What follows belongs to an exercise in optimizing a design on an open flow for small area; a production flow would make more cautious choices.
The RTL was checked by simulation tests, not by an equivalence proof against the original design.
Power is estimated from default activity; no workload was simulated.

## flow/design.v (module list and top-level ports; edited modules follow where they fit)
// module lcdi_laneA: 623 lines
// module lcdi_laneB: 649 lines
// module lcdi_laneC: 619 lines
// module lcdi_laneD: 623 lines
// module lcdi_fa: 4 lines
// module lcdi_ha: 4 lines
// module LCDI: 348 lines
module LCDI 
(
    input wire clk,
    input wire rst_n,
    input wire [8-1:0] data0_in,
    input wire [8-1:0] data1_in,
    input wire [8-1:0] data2_in,
    output wire [8-1:0] data0_out,
    output wire [8-1:0] data1_out,
    output wire [8-1:0] data2_out,
    output wire [8-1:0] data3_out,
    input wire frame_start,
    output reg frame_end,
    output reg line_end,
    output reg data_out_valid,
    output reg data_in_valid,
    input wire data_in_ready
);
  // ...
==> flow/run.sh <==
#!/bin/bash
# synth_recipe.tcl (not shown) runs the flow's synth.tcl, then flattens the netlist and writes it again
# the make line also repeats each setting of config.mk as NAME=value (left out here)
make -C /OpenROAD-flow-scripts/flow DESIGN_CONFIG=/design/flow/config.mk WORK_HOME=/design/flow/orfs CLKGATE_MAP_FILE= SYNTH_SCRIPT=/design/flow/synth_recipe.tcl finish
==> flow/config.mk <==
export PLATFORM = sky130hd
export DESIGN_NAME = LCDI
export DESIGN_NICKNAME = LCDI
export VERILOG_FILES = /design/flow/design.v
export SDC_FILE = /design/flow/constraint.sdc
export NUM_CORES = 4
export LEC_CHECK = 0
export ABC_AREA = 1
export CAP_MARGIN = 20
export CORE_MARGIN = 2
export CORE_UTILIZATION = 40
export SLEW_MARGIN = 20
export SYNTH_HIERARCHICAL = 1
export SYNTH_MEMORY_MAX_BITS = 65536
==> flow/constraint.sdc <==
create_clock -name core_clock -period 10.0 [get_ports {clk}]
set_input_delay 2.0000 -clock core_clock [delete_from_list [all_inputs] [get_ports {clk}]]
set_output_delay 2.0000 -clock core_clock [all_outputs]
set_load 0.01 [all_outputs]
==> metrics.csv, run 1 <==
stage;metric;value;unit
route;DRC;0;
timing;Hold Slack;0.415;ns
status;status;no timing/DRC/antenna violations;
yosys;number of flops mapped to enable cells by yosys;144;
timing;fin crit period;8.30;ns
yosys;post-synthesis xor/xnor area fraction;0.00862;
setup_path;arrival time at the worst endpoint;8.80;ns
yosys;Mapped Cells;5205;
placed_design;Final GP Congestion;1.07;
setup_path;CP max stage delay;1.15;ns
finish;Seq cells;365;
clock_network;CTS tree;done;
finish;Antenna diodes;7;
floorplanning;total die area;0.104;mm²
power;Comb group;0.0150;mW
setup_path;CP startpoint;q1[2];
route;Via Count;41038;
finish;most common cell after layout, fill and taps aside;nand2_1;
finish;clk cell area share;0.0343;
timing;unrepaired setup endpoints after global routing;no;
power;Reg power frac;0.471;
clock_network;Clock Root Buffer;clkbuf_16;
yosys;Avg Inst Size Synth;7.81;µm²
yosys;top-count cell post-synth;nand2_1;
power;Max power group;clock;
clock_network;post-CTS sizing;0;
setup_path;CP Depth;33;
power;static leakage;19.7;nW
timing;clock skew;0.0635;ns
route;met2 routed WL;83700;µm
job;maximum capacitance violations;0;
grt;GRT Total Usage;0.389;
floorplanning;chip width;323;µm
finish;multi-input gates;3915;
power;Clock group;1.72;mW
timing;fin crit share;0.830;
==> run 2: changes to the inputs <==
--- a/flow/config.mk
+++ b/flow/config.mk
@@ -9,6 +9,8 @@
 export CAP_MARGIN = 20
 export CORE_MARGIN = 2
 export CORE_UTILIZATION = 40
+export CTS_BUF_LIST = sky130_fd_sc_hd__clkbuf_8
+export CTS_CLUSTER_SIZE = 24
 export SLEW_MARGIN = 20
 export SYNTH_HIERARCHICAL = 1
 export SYNTH_MEMORY_MAX_BITS = 65536
==> metrics.csv, run 2 <==
stage;metric;value;unit;change
status;status;no timing/DRC/antenna violations;;unchanged
route;number of DRC markers in iteration 0;5952;;was 5,757
route;vias per inst;6.11;;was 6.18
placed_design;Cell Area, Placed;0.0431;mm²;unchanged
route;Via Count;40812;;was 41,038
clock_network;Clock Root Buffer;clkbuf_8;;was clkbuf_16
floorplanning;chip width;323;µm;unchanged
power;switch share;0.226;;was 0.219
power;Pwr Total;2.96;mW;was 3.29 mW
route;DRC;0;;unchanged
clock_network;Post-CTS Setup Inserts;0;;unchanged
setup_path;Worst path most repeated cell;fa_1;;unchanged
setup_path;worst r2r path cells;33;;unchanged
grt;antenna violations before repair;22;;was 23
finish;Area Overhead vs Synth;9.11;%;was 9.74%
floorplanning;# rows;116;;unchanged
yosys;Synth warnings;7;;unchanged
setup_path;worst path required time;10.60;ns;was 10.49 ns
placed_design;Final GP Congestion;1.07;;unchanged
setup_path;Worst Setup End Kind;register;;unchanged
placed_design;DPL Wire Length;158000;µm;unchanged
placed_design;IO buf count;62;;unchanged
yosys;Avg Inst Size Synth;7.81;µm²;unchanged
yosys;cell taking the most area after synthesis;fa_1;;unchanged
grt;first-pass GRT wire length;287000;µm;was 288,000 µm
power;Worst IR Drop VDD;106;µV;was 136 µV
yosys;Post-synth ARST share;0.162;;unchanged
clock_network;H-tree depth;2;;unchanged
job;maximum capacitance violations;0;;unchanged
finish;most frequent cells in the layout;nand2_1, inv_1, fa_1;;unchanged
finish;design area;0.0444;mm²;was 0.0446 mm²
floorplanning;Starting Density;0.405;;unchanged
timing;fin crit share;0.833;;was 0.830
power;P per Cell Area;66.7;mW/mm²;was 73.7 mW/mm²
clock_network;CTS clk-pin slew, worst paths;0.07;ns;was 0.06 ns
yosys;synth top area cells;fa_1, edfxtp_1, nand2_1;;unchanged
power;Pint;2.29;mW;was 2.57 mW
setup_path;CP max stage delay;1.18;ns;was 1.15 ns
yosys;syn nets;5843;;unchanged
finish;most common cell after layout, fill and taps aside;nand2_1;;unchanged
finish;fraction of final layout cells with drive strength greater than 1;0.0845;;was 0.0820
grt;largest net degree at the start of global routing;85;;unchanged
power;Psw;0.670;mW;was 0.719 mW
route;WL per Instance;30.5;µm;was 30.8 µm
setup_path;critical path peak fanout;13;;unchanged
setup_path;arrival time at the worst endpoint;8.93;ns;was 8.80 ns
yosys;top-count cell post-synth;nand2_1;;unchanged
yosys;Main synth FF type;dfxtp_1;;unchanged
min_path;hold path start;rw1[0];;was rw1[13]
finish;Post-layout nets;5901;;was 5,883
yosys;Synth top area share;0.245;;unchanged
setup_path;CP startpoint;q1[2];;unchanged
setup_path;CP max stage cell;dfxtp_1;;unchanged
yosys;Synth cell types;71;;unchanged
route;WL final;204000;µm;was 205,000 µm
floorplanning;chip height;323;µm;unchanged
floorplanning;IO Pins;64;;unchanged
grt;Top Usage Layer GRT;met2;;unchanged
clock_network;Hold Buf Count CTS;0;;unchanged
clock_network;Sink Count;365;;unchanged
clock_network;CTS tree;done;;unchanged
timing;relative slew slack;0.140;;was 0.165
route;Pre-antenna DRT Iters;7;;unchanged
yosys;Seq/Total Area, Yosys;0.223;;unchanged
timing;final-report setup violation count;0;;unchanged
power;static leakage;19.6;nW;was 19.7 nW
min_path;hold path depth;0;;unchanged
floorplanning;Core Area;0.100;mm²;unchanged
timing;setup TNS;0;ns;unchanged
floorplanning;total die area;0.104;mm²;unchanged
timing;Final Hold Fails;0;;unchanged
route;antenna-violating nets left;0;;unchanged
timing;Worst Tran Pin Value;1.29;ns;was 1.25 ns
timing;unrepaired setup endpoints after global routing;no;;unchanged
timing;clock skew;0.0319;ns;was 0.0635 ns
clock_network;total CTS buffers;60;;was 42
min_path;hold crit path type;reg2reg;;unchanged
grt;total grt overflow;0;;unchanged
yosys;register bit count reported by yosys;365;;unchanged
yosys;synthesized cell area;0.0407;mm²;unchanged
yosys;number of flops mapped to enable cells by yosys;144;;unchanged
power;power share of the clock group;0.472;;was 0.525
grt;met2 Usage GRT;0.550;;was 0.554
grt;vias in the first global route;39711;;was 39,656
grt;M3 GR Usage;0.118;;was 0.125
grt;GR Util met1;0.522;;was 0.520
power;Comb power frac;0.005;;about the same
yosys;Mapped Cells;5205;;unchanged
clock_network;post-CTS sizing;0;;unchanged
grt;GRT Total Usage;0.388;;was 0.389
timing;fin crit period;8.33;ns;was 8.30 ns
clock_network;clk buf depth;3;;unchanged
yosys;Post-synth top cells;nand2_1, inv_1, fa_1;;unchanged
timing;Max Slew Vio Count;0;;unchanged
setup_path;reg2reg start;q1[2];;unchanged
clock_network;clk latency of the worst-skew pair;0.73;ns;was 0.61 ns
setup_path;startpoint types;register;;unchanged
setup_path;kind of critical path;reg2reg;;unchanged
timing;Peak Freq;120;MHz;about the same
power;Reg power frac;0.523;;was 0.471
finish;Fillers;10373;;was 10,322
## run 2: cell counts after synthesis
No cell type changed its count.
## run 2: power groups by stage
stage / Sequential (mW) / Combinational (mW) / Clock, mW
after floorplan: 1.58 / 0.0000151 / 0
after global placement: 1.58 / 0.0152 / 0
after detailed placement: 1.58 / 0.0155 / 0
after CTS: 1.55 / 0.0156 / 1.43
after global routing: 1.55 / 0.0167 / 1.48
final: 1.55 / 0.0150 / 1.40
## run 2: path summary, 6_finish.rpt
path	slack, ns	to
max	1.67	dout[13]
min	0.42	rw2[0]
max reg2reg	1.67	dout[13]
min reg2reg	0.42	rw2[0]
max in group asynchronous	8.01	dout[29]
min in group asynchronous	1.45	dout[1]
## run 2: layer usage
layer  wire (µm)  vias up  part of all wire
met2       82500     2699              0.40
li1            -    17466                 -
met3       24900      682              0.12
met5         181        -           0.00089
met4       14600       22             0.072
met1       81700    19943              0.40
## run 2: cell families after synthesis
group,Yosys count,share of synthesized area
muxes,32,0.00886
DFF,365,0.223
buffers and inverters,925,0.0882
AOI/OAI and AO/OA,1139,0.164
xor gates and xnor gates,40,0.00862
and+or+nand+nor,2094,0.228
adders and majority gates,610,0.279
## run 2: cell type report
cell class,count,area [µm²],area share
diodes,7,17.5,0.000395
clock buffers,71,977,0.0220
clock inverters,41,298,0.00671
inverters,762,2880,0.0649
multi-input cells,3915,28100,0.633
flip-flops and latches,365,9050,0.204
well taps,1357,1700,0.0383
repair buffers,159,1340,0.0303
## run 2: worst max-delay path: cells and delay by family, from the launching register on
family,cells,cell delay (ns)
buffers and inverters,5,0.40
AOI/OAI and AO/OA,2,0.34
muxes,1,0.28
and+or+nand+nor,15,1.77
DFF,1,1.18
adders and majority gates,10,4.25
## run 2: stage by stage
step | setup slack (ns) | util | hold slack [ns] | cells
floorplan | 2.70 | - | 0.400 | 5205
finish | 1.67 | 0.442 | 0.417 | 6677
global route | 1.33 | 0.442 | 0.423 | 6672
CTS | 1.79 | 0.442 | 0.419 | 6670
global placement | 1.77 | 0.429 | 0.403 | 6558
detailed placement | 1.82 | 0.429 | 0.405 | 6558
## run 2: Yosys stat by module, one instance, submodules excluded
module,cells,times used
lcdi_laneD,536,1
lcdi_fa,1,481
lcdi_ha,1,9
lcdi_laneA,550,1
lcdi_laneC,543,1
LCDI,2549,1
lcdi_laneB,537,1
==> run 3: changes to the inputs <==
==> flow/flow/run.sh (new file) <==
#!/bin/bash
# Layout flow: the standard flow (standard.sh, all steps), with one change:
# the ABC script used for the area-oriented technology mapping in synthesis
# (ABC_AREA 1) is flow/abc_area.script instead of ORFS's abc_area.script.
# Everything else, including the registers synthesis makes, is unchanged.
set -e
rm -rf scripts_abc
cp -r "$FLOW_HOME/scripts" scripts_abc
cp flow/abc_area.script scripts_abc/abc_area.script
export SCRIPTS_DIR="$PWD/scripts_abc"
bash standard.sh > standard_flow.log 2>&1
==> flow/flow/abc_area.script (new file) <==
strash
&get -n
&st
&synch2
&nf -R 1000
&put
==> flow/standard.sh (new file) <==
#!/bin/bash
# synth_recipe.tcl (not shown) runs the flow's synth.tcl, then flattens the netlist and writes it again
# the make line also repeats each setting of config.mk as NAME=value (left out here)
make -C /OpenROAD-flow-scripts/flow DESIGN_CONFIG=/design/flow/config.mk WORK_HOME=/design/flow/orfs CLKGATE_MAP_FILE= SYNTH_SCRIPT=/design/flow/synth_recipe.tcl "${@:-finish}"
--- a/flow/config.mk
+++ b/flow/config.mk
@@ -9,8 +9,6 @@
 export CAP_MARGIN = 20
 export CORE_MARGIN = 2
 export CORE_UTILIZATION = 40
-export CTS_BUF_LIST = sky130_fd_sc_hd__clkbuf_8
-export CTS_CLUSTER_SIZE = 24
 export SLEW_MARGIN = 20
 export SYNTH_HIERARCHICAL = 1
 export SYNTH_MEMORY_MAX_BITS = 65536
removed: flow/run.sh
==> metrics.csv, run 3 <==
stage;metric;value;unit;change
status;status;no timing/DRC/antenna violations;;unchanged
yosys;syn nets;4395;;was 5,843
route;number of DRC markers in iteration 0;5677;;was 5,952
clock_network;Post-CTS Setup Inserts;0;;unchanged
floorplanning;# rows;111;;was 116
grt;first-pass GRT wire length;246000;µm;was 287,000 µm
min_path;hold crit path type;reg2reg;;unchanged
setup_path;CP max stage cell;nor2_1;;was dfxtp_1
clock_network;Sink Count;365;;unchanged
clock_network;Clock Root Buffer;clkbuf_16;;was clkbuf_8
grt;total grt overflow;0;;unchanged
min_path;hold path depth;0;;unchanged
grt;largest net degree at the start of global routing;86;;was 85
placed_design;IO buf count;62;;unchanged
setup_path;worst r2r path cells;28;;was 33
setup_path;worst path required time;10.42;ns;was 10.60 ns
route;Pre-antenna DRT Iters;11;;was 7
setup_path;Worst path most repeated cell;nand2_1;;was fa_1
finish;fraction of final layout cells with drive strength greater than 1;0.0830;;was 0.0845
timing;setup TNS;0;ns;unchanged
timing;relative slew slack;0.147;;was 0.140
power;static leakage;15.2;nW;was 19.6 nW
timing;fin crit period;9.18;ns;was 8.33 ns
yosys;Synth warnings;7;;unchanged
power;P per Cell Area;71.9;mW/mm²;was 66.7 mW/mm²
finish;most common cell after layout, fill and taps aside;a21oi_1;;was nand2_1
grt;GRT Total Usage;0.352;;was 0.388
timing;final-report setup violation count;0;;unchanged
route;vias per inst;6.85;;was 6.11
timing;fin crit share;0.918;;was 0.833
route;antenna-violating nets left;0;;unchanged
placed_design;Final GP Congestion;1.10;;was 1.07
yosys;Synth top area share;0.269;;was 0.245
setup_path;CP max stage delay;0.96;ns;was 1.18 ns
route;DRC;0;;unchanged
clock_network;clk latency of the worst-skew pair;0.61;ns;was 0.73 ns
setup_path;arrival time at the worst endpoint;9.59;ns;was 8.93 ns
finish;most frequent cells in the layout;a21oi_1, fa_1, nand2_1;;was nand2_1, inv_1, fa_1
setup_path;startpoint types;register;;unchanged
yosys;number of flops mapped to enable cells by yosys;144;;unchanged
timing;Final Hold Fails;0;;unchanged
finish;Area Overhead vs Synth;14.8;%;was 9.11%
clock_network;H-tree depth;2;;unchanged
yosys;Post-synth top cells;a21oi_1, fa_1, nand2_1;;was nand2_1, inv_1, fa_1
route;Via Count;36441;;was 40,812
clock_network;CTS tree;done;;unchanged
yosys;synthesized cell area;0.0370;mm²;was 0.0407 mm²
job;maximum capacitance violations;0;;unchanged
route;WL final;170000;µm;was 204,000 µm
finish;Fillers;8796;;was 10,373
yosys;Post-synth ARST share;0.162;;unchanged
clock_network;post-CTS sizing;0;;unchanged
yosys;cell taking the most area after synthesis;fa_1;;unchanged
timing;unrepaired setup endpoints after global routing;no;;unchanged
placed_design;DPL Wire Length;127000;µm;was 158,000 µm
clock_network;clk buf depth;3;;unchanged
finish;multi-input combinational cell area;0.0277;mm²;was 0.0281 mm²
yosys;top-count cell post-synth;a21oi_1;;was nand2_1
yosys;register bit count reported by yosys;365;;unchanged
yosys;Avg Inst Size Synth;9.86;µm²;was 7.81 µm²
timing;clock skew;0.0391;ns;was 0.0319 ns
clock_network;total CTS buffers;41;;was 60
yosys;Main synth FF type;dfxtp_1;;unchanged
floorplanning;chip height;308;µm;was 323 µm
finish;fin util;0.464;;was 0.442
floorplanning;Core Area;0.0917;mm²;was 0.100 mm²
clock_network;CTS clk-pin slew, worst paths;0.06;ns;was 0.07 ns
floorplanning;IO Pins;64;;unchanged
floorplanning;Starting Density;0.404;;was 0.405
setup_path;critical path peak fanout;13;;unchanged
timing;Max Slew Vio Count;0;;unchanged
setup_path;Worst Setup End Kind;register;;unchanged
finish;Post-layout nets;4742;;was 5,901
grt;antenna violations before repair;10;;was 22
finish;FF+latch area;0.00906;mm²;was 0.00905 mm²
yosys;Mapped Cells;3757;;was 5,205
timing;Peak Freq;109;MHz;was 120 MHz
grt;vias in the first global route;35638;;was 39,711
yosys;synth top area cells;fa_1, edfxtp_1, dfxtp_1;;was fa_1, edfxtp_1, nand2_1
floorplanning;total die area;0.0951;mm²;was 0.104 mm²
route;WL per Instance;31.8;µm;was 30.5 µm
setup_path;kind of critical path;reg2reg;;unchanged
timing;Worst Tran Pin Value;1.27;ns;was 1.29 ns
clock_network;Hold Buf Count CTS;0;;unchanged
power;Worst IR Drop VDD;109;µV;was 106 µV
floorplanning;chip width;308;µm;was 323 µm
yosys;Seq/Total Area, Yosys;0.244;;was 0.223
yosys;Synth cell types;60;;was 71
==> run 3: changes by cell type after synthesis, sizes merged, moves of 82 or more <==
cell / change
a22o: +324
a22oi: +82
and2: +96
clkbuf: -107
clkinv: +97
inv: -749
nand2: -833
nand3: -234
nor2: -110
nor2b: +96
o22ai: -355
==> run 3: per-layer routing <==
metal  up-vias  share of wire  wire length (µm)  track usage
met5         -        0.00091               155            0
met4        16          0.064             10900        0.178
met3       723           0.13             21800        0.114
met2      2816           0.42             70700        0.512
met1     17888           0.39             65900        0.469
li1      14998              -                 -            -
==> run 3: cells by family after synthesis <==
family | share of synthesized area
multiplexers | 0.0103
AO/OA/AOI/OAI | 0.276
AND/OR/NAND/NOR | 0.130
buffers and inverters | 0.0110
flip-flops | 0.244
XOR/XNOR | 0.0175
adder cells (fa/ha/maj) | 0.310
==> run 3: critical path, delay by kind of cell (launching register included) <==
kind / cells / cell delay, ns
AO/OA/AOI/OAI: 6 / 1.96
XOR/XNOR: 1 / 0.17
adder cells (fa/ha/maj): 1 / 0.32
buffers and inverters: 3 / 0.65
flip-flops: 1 / 0.46
AND/OR/NAND/NOR: 17 / 5.41
==> run 3: stage by stage <==
| stage | setup slack [ns] | instance area (µm²) | power, mW | hold WS (ns) | cells |
|---|---|---|---|---|---|
| 3_3_place_gp | 1.58 | 41200 | 1.59 | 0.402 | 5246 |
| 3_5_place_dp | 1.51 | 41200 | 1.59 | 0.406 | 5246 |
| 4_1_cts | 1.46 | 42500 | 3.09 | 0.402 | 5319 |
| 6_report | 0.823 | 42500 | 3.06 | 0.389 | 5323 |
| 2_1_floorplan | 0.205 | 37100 | 1.58 | 0.400 | 3757 |
| 5_1_grt | 0.696 | 42500 | 3.13 | 0.406 | 5320 |
==> run 3: layout make-up <==
type                       count  area share
multi-input combinational   3283       0.652
sequential                   365       0.213
timing repair buffer         304      0.0591
tap                         1186      0.0349
clock buffer                  57      0.0270
inverter                     109     0.00962
clock inverter                16     0.00368
antenna                        3    0.000177
==> run 3: final timing paths <==
kind / slack (ns) / from / to
min reg2reg: 0.39 / rw1[22] / rw2[22]
min: 0.39 / rw1[22] / rw2[22]
max reg2reg: 0.82 / LCDI_state[2] / rcA0[1]
max: 0.82 / LCDI_state[2] / rcA0[1]
min in group asynchronous: 1.59 / rst_n / row_count[0]
max in group asynchronous: 7.84 / rst_n / dout[16]
==> run 3: power breakdown <==
part	switching (mW)	internal [mW]
combinational	0.00640	0.00882
clock	0.658	0.838
sequential	0.00142	1.55
total	0.666	2.39
==> run 3: per-module statistics from Yosys (local to each module, per instance) <==
module	times used	flops+latches	area, µm²
LCDI	1	365	17500
lcdi_laneD	1	0	2480
lcdi_laneB	1	0	2530
lcdi_ha	9	0	12.5
lcdi_fa	481	0	20.0
lcdi_laneC	1	0	2390
lcdi_laneA	1	0	2430

[what the ideal ports hide]
In the flow no input, the clock included, has a driving cell. The finished layouts below were timed again as built, in two steps. Step 1: set_driving_cell puts a clkbuf_16 on clk and a buf_2 on each other input, an assumption about the parent block. Step 2 adds t to the input delays and takes it off the output delays; t is the mean of the earliest and latest rising clock arrival at the registers after step 1. Input paths then give back, and output paths get back, about the clock's delay inside the block. Slacks: ideal / step 1 / step 2; pairs: ideal / step 1.
| run | t, ns | setup slack, ns | hold WS [ns] | cell pins on the clock port's net |
|---|---|---|---|---|
| run 1 | 0.643 | 1.695 / 1.695 / 1.695 | 0.415 / 0.415 / 0.415 | 1 |
| run 2 | 0.778 | 1.670 / 1.670 / 1.670 | 0.417 / 0.417 / 0.417 | 1 |
| run 3 | 0.651 | 0.823 / 0.823 / 0.823 | 0.389 / 0.389 / 0.389 | 1 |
After both steps setup and hold are still met in every run listed.
